What follows belongs to an exercise in optimizing a design on an open flow for small area; a production flow would make more cautious choices. In this exercise RTL edits were held to simulation tests only and were not proved equivalent to the original. Power and IR drop assume default switching activity.

File: constraint.sdc
create_clock -name core_clock -period 20.0 [get_ports {clk}]
set_input_delay 4.0000 -clock core_clock [delete_from_list [all_inputs] [get_ports {clk}]]
set_output_delay 4.0000 -clock core_clock [all_outputs]
set_load 0.01 [all_outputs]
File: design.v
module uart_rx(
	 input reset,					 
	 input clk,						 
    output reg [7:0] data_out, 
	 input read_complete,		 
    output reg RC,				 
    input RX						 
    );
	reg [1:0] state;
	reg [7:0] rx_buff;	 
	reg [2:0] bit_addr;	 
	reg [63:0] count;		 
	parameter clk_frequency  = 50000000;
	parameter baud_rate      = 9600;
	parameter full_bit_count = (clk_frequency/baud_rate) - 1;
	parameter half_bit_count = ((clk_frequency/baud_rate)/2) - 1;
	parameter one_half_bit_count = full_bit_count + half_bit_count + 1;
	parameter IDLE = 2'b00;
	parameter START = 2'b01;
	parameter BIT_WR = 2'b10;
	parameter STOP = 2'b11;
	always@(posedge clk) begin
		if(reset) begin
			state <= IDLE;
			RC <= 0;
		end
		else begin
			if(read_complete)
				RC <= 1'b0;
			case(state)
				IDLE :									 
					begin
						if(RX == 0) begin
							count <= 0;
							state <= START;
						end
					end
				START :									 
					begin
						if(count == half_bit_count) begin
							count <= 0;
							bit_addr <= 0;
							state <= BIT_WR;
						end
						else
							count <= count + 1;
					end
				BIT_WR :									 
					begin
						if(count == full_bit_count) begin
							count <= 0;
							rx_buff[bit_addr] <= RX;
							if(bit_addr == 7) begin
								state <= STOP;
							end
							else begin
								bit_addr <= bit_addr + 1;
							end
						end
						else
							count <= count + 1;
					end
				STOP :									 
					begin
						if(count == full_bit_count) begin
							if(RX == 1) begin
								RC <= 1'b1;
								state <= IDLE;
								count <= 0;
								data_out <= rx_buff;
							end
						end
						else
							count <= count + 1;
					end
			endcase
		end
	end
endmodule
module uart_tx(
	 input reset,				 
	 input clk,					 
    input [7:0] data_in,	 
    input write_enable,		 
    output reg TC,			 
    output reg TX				 
    );
	reg [1:0] state;
	reg [7:0] tx_buff;	 
	reg [2:0] bit_addr;	 
	reg [63:0] count;		 
	parameter clk_frequency  = 50000000;
	parameter baud_rate      = 9600;
	parameter full_bit_count = (clk_frequency/baud_rate) - 1;
	parameter half_bit_count = ((clk_frequency/baud_rate)/2) - 1;
	parameter IDLE = 2'b00;
	parameter START = 2'b01;
	parameter BIT_WR = 2'b10;
	parameter STOP = 2'b11;
	always@(posedge clk) begin
		if(reset) begin
			state <= IDLE;
			TX <= 1;
			TC <= 1;
		end
		else begin
			case(state)
				IDLE :									 
					begin
						if(write_enable) begin
							tx_buff <= data_in;
							TX <= 0;
							TC <= 0;
							count <= 0;
							state <= START;
						end
						else begin
							TX <= 1;
							TC <= 1;
						end
					end
				START :									 
					begin
						if(count == full_bit_count) begin
							count <= 0;
							TX <= tx_buff[0];
							bit_addr <= 1;
							state <= BIT_WR;
						end
						else
							count <= count + 1;
					end
				BIT_WR :									 
					begin
						if(count == full_bit_count) begin
							count <= 0;
							if(bit_addr == 0) begin
								state <= STOP;
								TX <= 1'b1;
							end
							else begin
								TX <= tx_buff[bit_addr];
								bit_addr <= bit_addr + 1;
							end
						end
						else
							count <= count + 1;
					end
				STOP :									 
					begin
						if(count == full_bit_count) begin
							count <= 0;
							state <= IDLE;
							TC <= 1'b1;
						end
						else
							count <= count + 1;
					end
			endcase
		end
	end
endmodule
module echo(
	input echo_button_bar,
	input reset_bar,
	input clk,
	input RX,
	output RC_bar,
	output TX,
	output TC_bar
    );
wire RC;
wire TC;
assign RC_bar = ~RC;
assign TC_bar = ~TC;
wire echo_button;
wire reset;
assign reset = ~reset_bar;
assign echo_button = ~echo_button_bar;
wire [7:0] data_bus;
wire read_complete;
wire write_enable;
assign write_enable = RC && TC;
assign read_complete = RC && TC;
uart_rx uart_rx (reset,	clk, data_bus, read_complete, RC, RX);
uart_tx uart_tx (reset, clk, data_bus, write_enable,	TC, TX);
endmodule
File: run.sh
#!/bin/bash
# synth_recipe.tcl (not shown) runs the flow's synth.tcl, then flattens the netlist and writes it again
# the make line also repeats each setting of config.mk as NAME=value (left out here)
make -C /OpenROAD-flow-scripts/flow DESIGN_CONFIG=/design/flow/config.mk WORK_HOME=/design/flow/orfs CLKGATE_MAP_FILE= SYNTH_SCRIPT=/design/flow/synth_recipe.tcl finish
File: config.mk
export PLATFORM = sky130hd
export DESIGN_NAME = echo
export DESIGN_NICKNAME = echo
export VERILOG_FILES = /design/flow/design.v
export SDC_FILE = /design/flow/constraint.sdc
export NUM_CORES = 4
export LEC_CHECK = 0
export CAP_MARGIN = 20
export CORE_MARGIN = 2
export CORE_UTILIZATION = 40
export SLEW_MARGIN = 20
==> impl_metrics.env <==
export IMPL_die_area_mm2=0.0240
export IMPL_cts_root_buf="sky130_fd_sc_hd__clkbuf_16"
export IMPL_vdd_drop_max_uv=73.8
export IMPL_seqCellArea_mm2=0.00488
export IMPL_worst_path_largest_cell_delay_ps=720
export IMPL_leakagePower_uw=0.00320
export IMPL_shortest_clock_period_the_worst_path_allows_after_layout_ps=5780
export IMPL_postLayoutCoreUtil=0.447
export IMPL_postSynthAreaPerCell_um2=10.6
export IMPL_finish_instance_area_mm2=0.0101
export IMPL_insertion_delay_of_the_later_clocked_pin_in_the_worst_skew_pair_ps=430
export IMPL_initial_utilization=0.404
export IMPL_syn_num_nets=880
export IMPL_post_cts_setup_repair_buffer_count=0
export IMPL_postLayoutSetupSlackWorst_ps=14220
export IMPL_timing_critical_path_required_ps=20050
export IMPL_detailed_place_area_mm2=0.00945
export IMPL_core_mm2=0.0225
export IMPL_slew_headroom=0.364
export IMPL_via_count=6198
export IMPL_synth_main_ff_cell="sky130_fd_sc_hd__edfxtp_1"
export IMPL_syn_inst=858
export IMPL_route_detailed_drc=0
export IMPL_yosys_warnings=2
export IMPL_worst_hold_startpoint="uart_rx.data_out[0]"
export IMPL_global_route_usage_total=0.151
export IMPL_tritoncts="built"
export IMPL_post_cts_resize_count=0
export IMPL_pre_cts_ws_ps=13750
export IMPL_clock_network_fraction_of_total_power=0.318
export IMPL_synth_seq_area_share=0.537
export IMPL_drt_wirelength_per_cell_um=14.9
export IMPL_chipHeight_um=155
export IMPL_power_switching_fraction=0.322
export IMPL_clock_sinks=165
export IMPL_area_growth_syn_to_layout_pct=10.6
export IMPL_grt_setup_unrepaired="false"
export IMPL_combinationalPowerShare=0.182
export IMPL_worst_path_max_fanout=64
export IMPL_outcome="no timing/DRC/antenna violations"
export IMPL_post_cts_hold_buffer_count=0
export IMPL_slew_viol_final=0
export IMPL_tightestPinTransition_ps=945
export IMPL_rows=55
export IMPL_layout_cells_most_common="sky130_fd_sc_hd__edfxtp_1"
export IMPL_bufs_on_longest_clock_path=2
export IMPL_synthDistinctLibCells=54
export IMPL_dp_final_hpwl_mm=11.0
export IMPL_number_of_fill_cells=2096
export IMPL_ctsHtreeMaxLevel=4
export IMPL_die_width_um=155
export IMPL_max_cap_viols=0
export IMPL_powerDensity_mw_per_mm2=105
export IMPL_via_per_inst=5.35
export IMPL_path_cells="clkdlybuf4s50_1 -> inv_1 -> a21oi_4 -> buf_4"
export IMPL_route_final_wire_length_mm=17.2
export IMPL_largest_net_degree_at_the_start_of_global_routing=65
export IMPL_finalNetCount=882
export IMPL_reg2reg_depth=7
export IMPL_grt_pass1_wl_mm=29.6
export IMPL_switching_power_uw=341
export IMPL_report_final_hold_viol_count=0
export IMPL_clock_skew_ps=12.8
export IMPL_reg2reg_from="uart_rx.count[59]"
export IMPL_multi_input_area_mm2=0.00403
export IMPL_fin_setup_tns_ps=0
export IMPL_ys_ff_latch=165
export IMPL_sort_of_element_at_the_end_of_the_critical_path="flip-flop"
export IMPL_timing_final_crit_share=0.289
export IMPL_worstSetupStartpointType="input pin"
export IMPL_number_of_antenna_violations_at_the_first_check_in_global_routing=0
export IMPL_internal_power_uw=716
export IMPL_mostFrequentLayoutCells="sky130_fd_sc_hd__edfxtp_1, sky130_fd_sc_hd__nor2_1, sky130_fd_sc_hd__xor2_1"
export IMPL_clk_transition_reported_paths_ps=70
export IMPL_setup_viol=0
export IMPL_drtAntennaViolNets=0
export IMPL_drtIter0Drc=412
export IMPL_antenna_cells=0
export IMPL_place_port_buffers=5
export IMPL_async_flop_share=0
export IMPL_hold_path_class="reg2reg"
export IMPL_critical_r2r_capture="uart_rx.count[25]"
export IMPL_achievable_frequency_mhz=173
export IMPL_critical_path_class="in2reg"
export IMPL_drive_gt1_frac=0.0710
export IMPL_ioPinCount=7
export IMPL_post_synth_instance_area_mm2=0.00909
export IMPL_worstPathArrival_ps=5830
export IMPL_numCtsBuffers=17
export IMPL_place_gp_congestion=0.797
export IMPL_sequential_fraction_of_design_power=0.500
export IMPL_holdPathEnd="uart_tx.tx_buff[0]"
export IMPL_hold_path_depth=0
export IMPL_post_synth_edffs=158
export IMPL_final_global_route_overflow_total=0
export IMPL_cp_slowest_cell="sky130_fd_sc_hd__clkdlybuf4s50_1"
export IMPL_detailedRoute_firstPassIterationCount=4
export IMPL_grt_pass1_vias=6025
export IMPL_r2r_slack_ps=16710
sequential cells by signal (all words and copies together), names as in the netlist, 2 cells and up:
register and count:
uart_rx.bit_addr 3, uart_rx.count 64, uart_rx.data_out 8, uart_rx.rx_buff 8
uart_rx.state 2, uart_tx.bit_addr 3, uart_tx.count 64, uart_tx.state 2
uart_tx.tx_buff 8
layout make-up:
type                       count  share of cell area
inverter                      26             0.00970
sequential                   165               0.486
tap                          285              0.0354
multi-input combinational    640               0.400
timing repair buffer          10             0.00871
clock buffer                  17              0.0423
clock inverter                15              0.0180
how the worst max path moves through the flow:
stage | endpoint | cells past startpoint | from
after floorplan | uart_rx.count[0] | 2 | RX
after global placement | uart_tx.count[42] | 4 | reset_bar
after detailed placement | uart_tx.count[59] | 4 | reset_bar
after CTS | uart_tx.count[54] | 4 | reset_bar
after global routing | uart_tx.count[61] | 4 | reset_bar
final | uart_tx.count[48] | 4 | reset_bar
critical path, delay by kind of cell:
kind | cells | cell delay, ps
buffers and inverters | 3 | 1630
AO/OA/AOI/OAI | 1 | 150
Yosys cell counts (3+ instances only):
cell                         n  area [um2]
sky130_fd_sc_hd__a21oi_1    12        60.1
sky130_fd_sc_hd__and2_1      8        50.1
sky130_fd_sc_hd__and3_1     24         150
sky130_fd_sc_hd__and4_1     10        87.6
sky130_fd_sc_hd__buf_2      21         105
sky130_fd_sc_hd__clkbuf_1    5        18.8
sky130_fd_sc_hd__dfxtp_1     7         140
sky130_fd_sc_hd__edfxtp_1  158        4740
sky130_fd_sc_hd__ha_1       18         225
sky130_fd_sc_hd__inv_1      26        97.6
sky130_fd_sc_hd__mux2i_1     4        40.0
sky130_fd_sc_hd__nand2_1    56         210
sky130_fd_sc_hd__nand2b_1    3        18.8
sky130_fd_sc_hd__nand3_1    57         285
sky130_fd_sc_hd__nand4_1    47         294
sky130_fd_sc_hd__nand4_2     3        37.5
sky130_fd_sc_hd__nand4b_1    3        26.3
sky130_fd_sc_hd__nor2_1    154         578
sky130_fd_sc_hd__nor3_1     16        80.1
sky130_fd_sc_hd__nor3_2      3        30.0
sky130_fd_sc_hd__nor4_1     39         244
sky130_fd_sc_hd__nor4_4      3        63.8
sky130_fd_sc_hd__o21ai_0    17        85.1
sky130_fd_sc_hd__o31ai_1     3        22.5
sky130_fd_sc_hd__or2_2       4        25.0
sky130_fd_sc_hd__or3_1       8        50.1
sky130_fd_sc_hd__xnor2_1    43         377
sky130_fd_sc_hd__xor2_1     75         657
per-stage QoR:
| step | hold WS (ps) | cells | total power [uW] |
|---|---|---|---|
| 3_5_place_dp | 405 | 1126 | 730 |
| 4_1_cts | 422 | 1158 | 1070 |
| 6_report | 420 | 1158 | 1060 |
| 5_1_grt | 430 | 1158 | 1110 |
| 3_3_place_gp | 402 | 1126 | 726 |
| 2_1_floorplan | 400 | 858 | 679 |
cell families (layout without fill, tap and decap cells):
group	count (synthesis)	in the layout	synth area share
compound gates	47	47	0.0326
xor+xnor	118	118	0.114
fa+ha+maj	18	18	0.0248
buf+inv	53	68	0.0248
flops	165	165	0.537
mux	7	7	0.0106
simple gates	450	450	0.256
routing by layer:
| metal | global-route usage | routed length (um) | vias to the layer above |
|---|---|---|---|
| met5 | 0 | 0 | - |
| met4 | 0.0437 | 118 | 0 |
| met3 | 0.0291 | 394 | 9 |
| met2 | 0.233 | 7930 | 65 |
| met1 | 0.216 | 8760 | 2979 |
| li1 | - | - | 3145 |
power by group through the flow:
stage	registers, uW	logic, uW	clock network [uW]
2_1_floorplan	524	156	0
3_3_place_gp	534	192	0
3_5_place_dp	535	195	0
4_1_cts	528	196	343
5_1_grt	539	221	353
6_report	529	192	336

## static timing again, ports no longer ideal
No port has a modelled driver above. Below, the same layout with a new extraction and two added sets of constraints. Step 1 (the two cells are an assumption about what drives the block):
set clk [get_ports {clk}]
set_driving_cell -lib_cell sky130_fd_sc_hd__clkbuf_16 $clk
set_driving_cell -lib_cell sky130_fd_sc_hd__buf_2 [delete_from_list [all_inputs] $clk]
Step 2, shift: input delay + t, output delay - t, t = (earliest + latest rising clock arrival at the registers) / 2. This alone moves slack from input paths to output paths. a / b / c = ideal / step 1 / step 2; a / b = the first two.
t (ns): 0.468
slack for setup (ns): 14.220 / 14.242 / 13.774
worst setup path after step 2: input to register
slew at the worst register clock pin (ns): 0.08 / 0.08
After both steps setup and hold are still met in this run. The setup slack of this run moves by +0.022 ns with the drivers and by -0.446 ns with both steps.
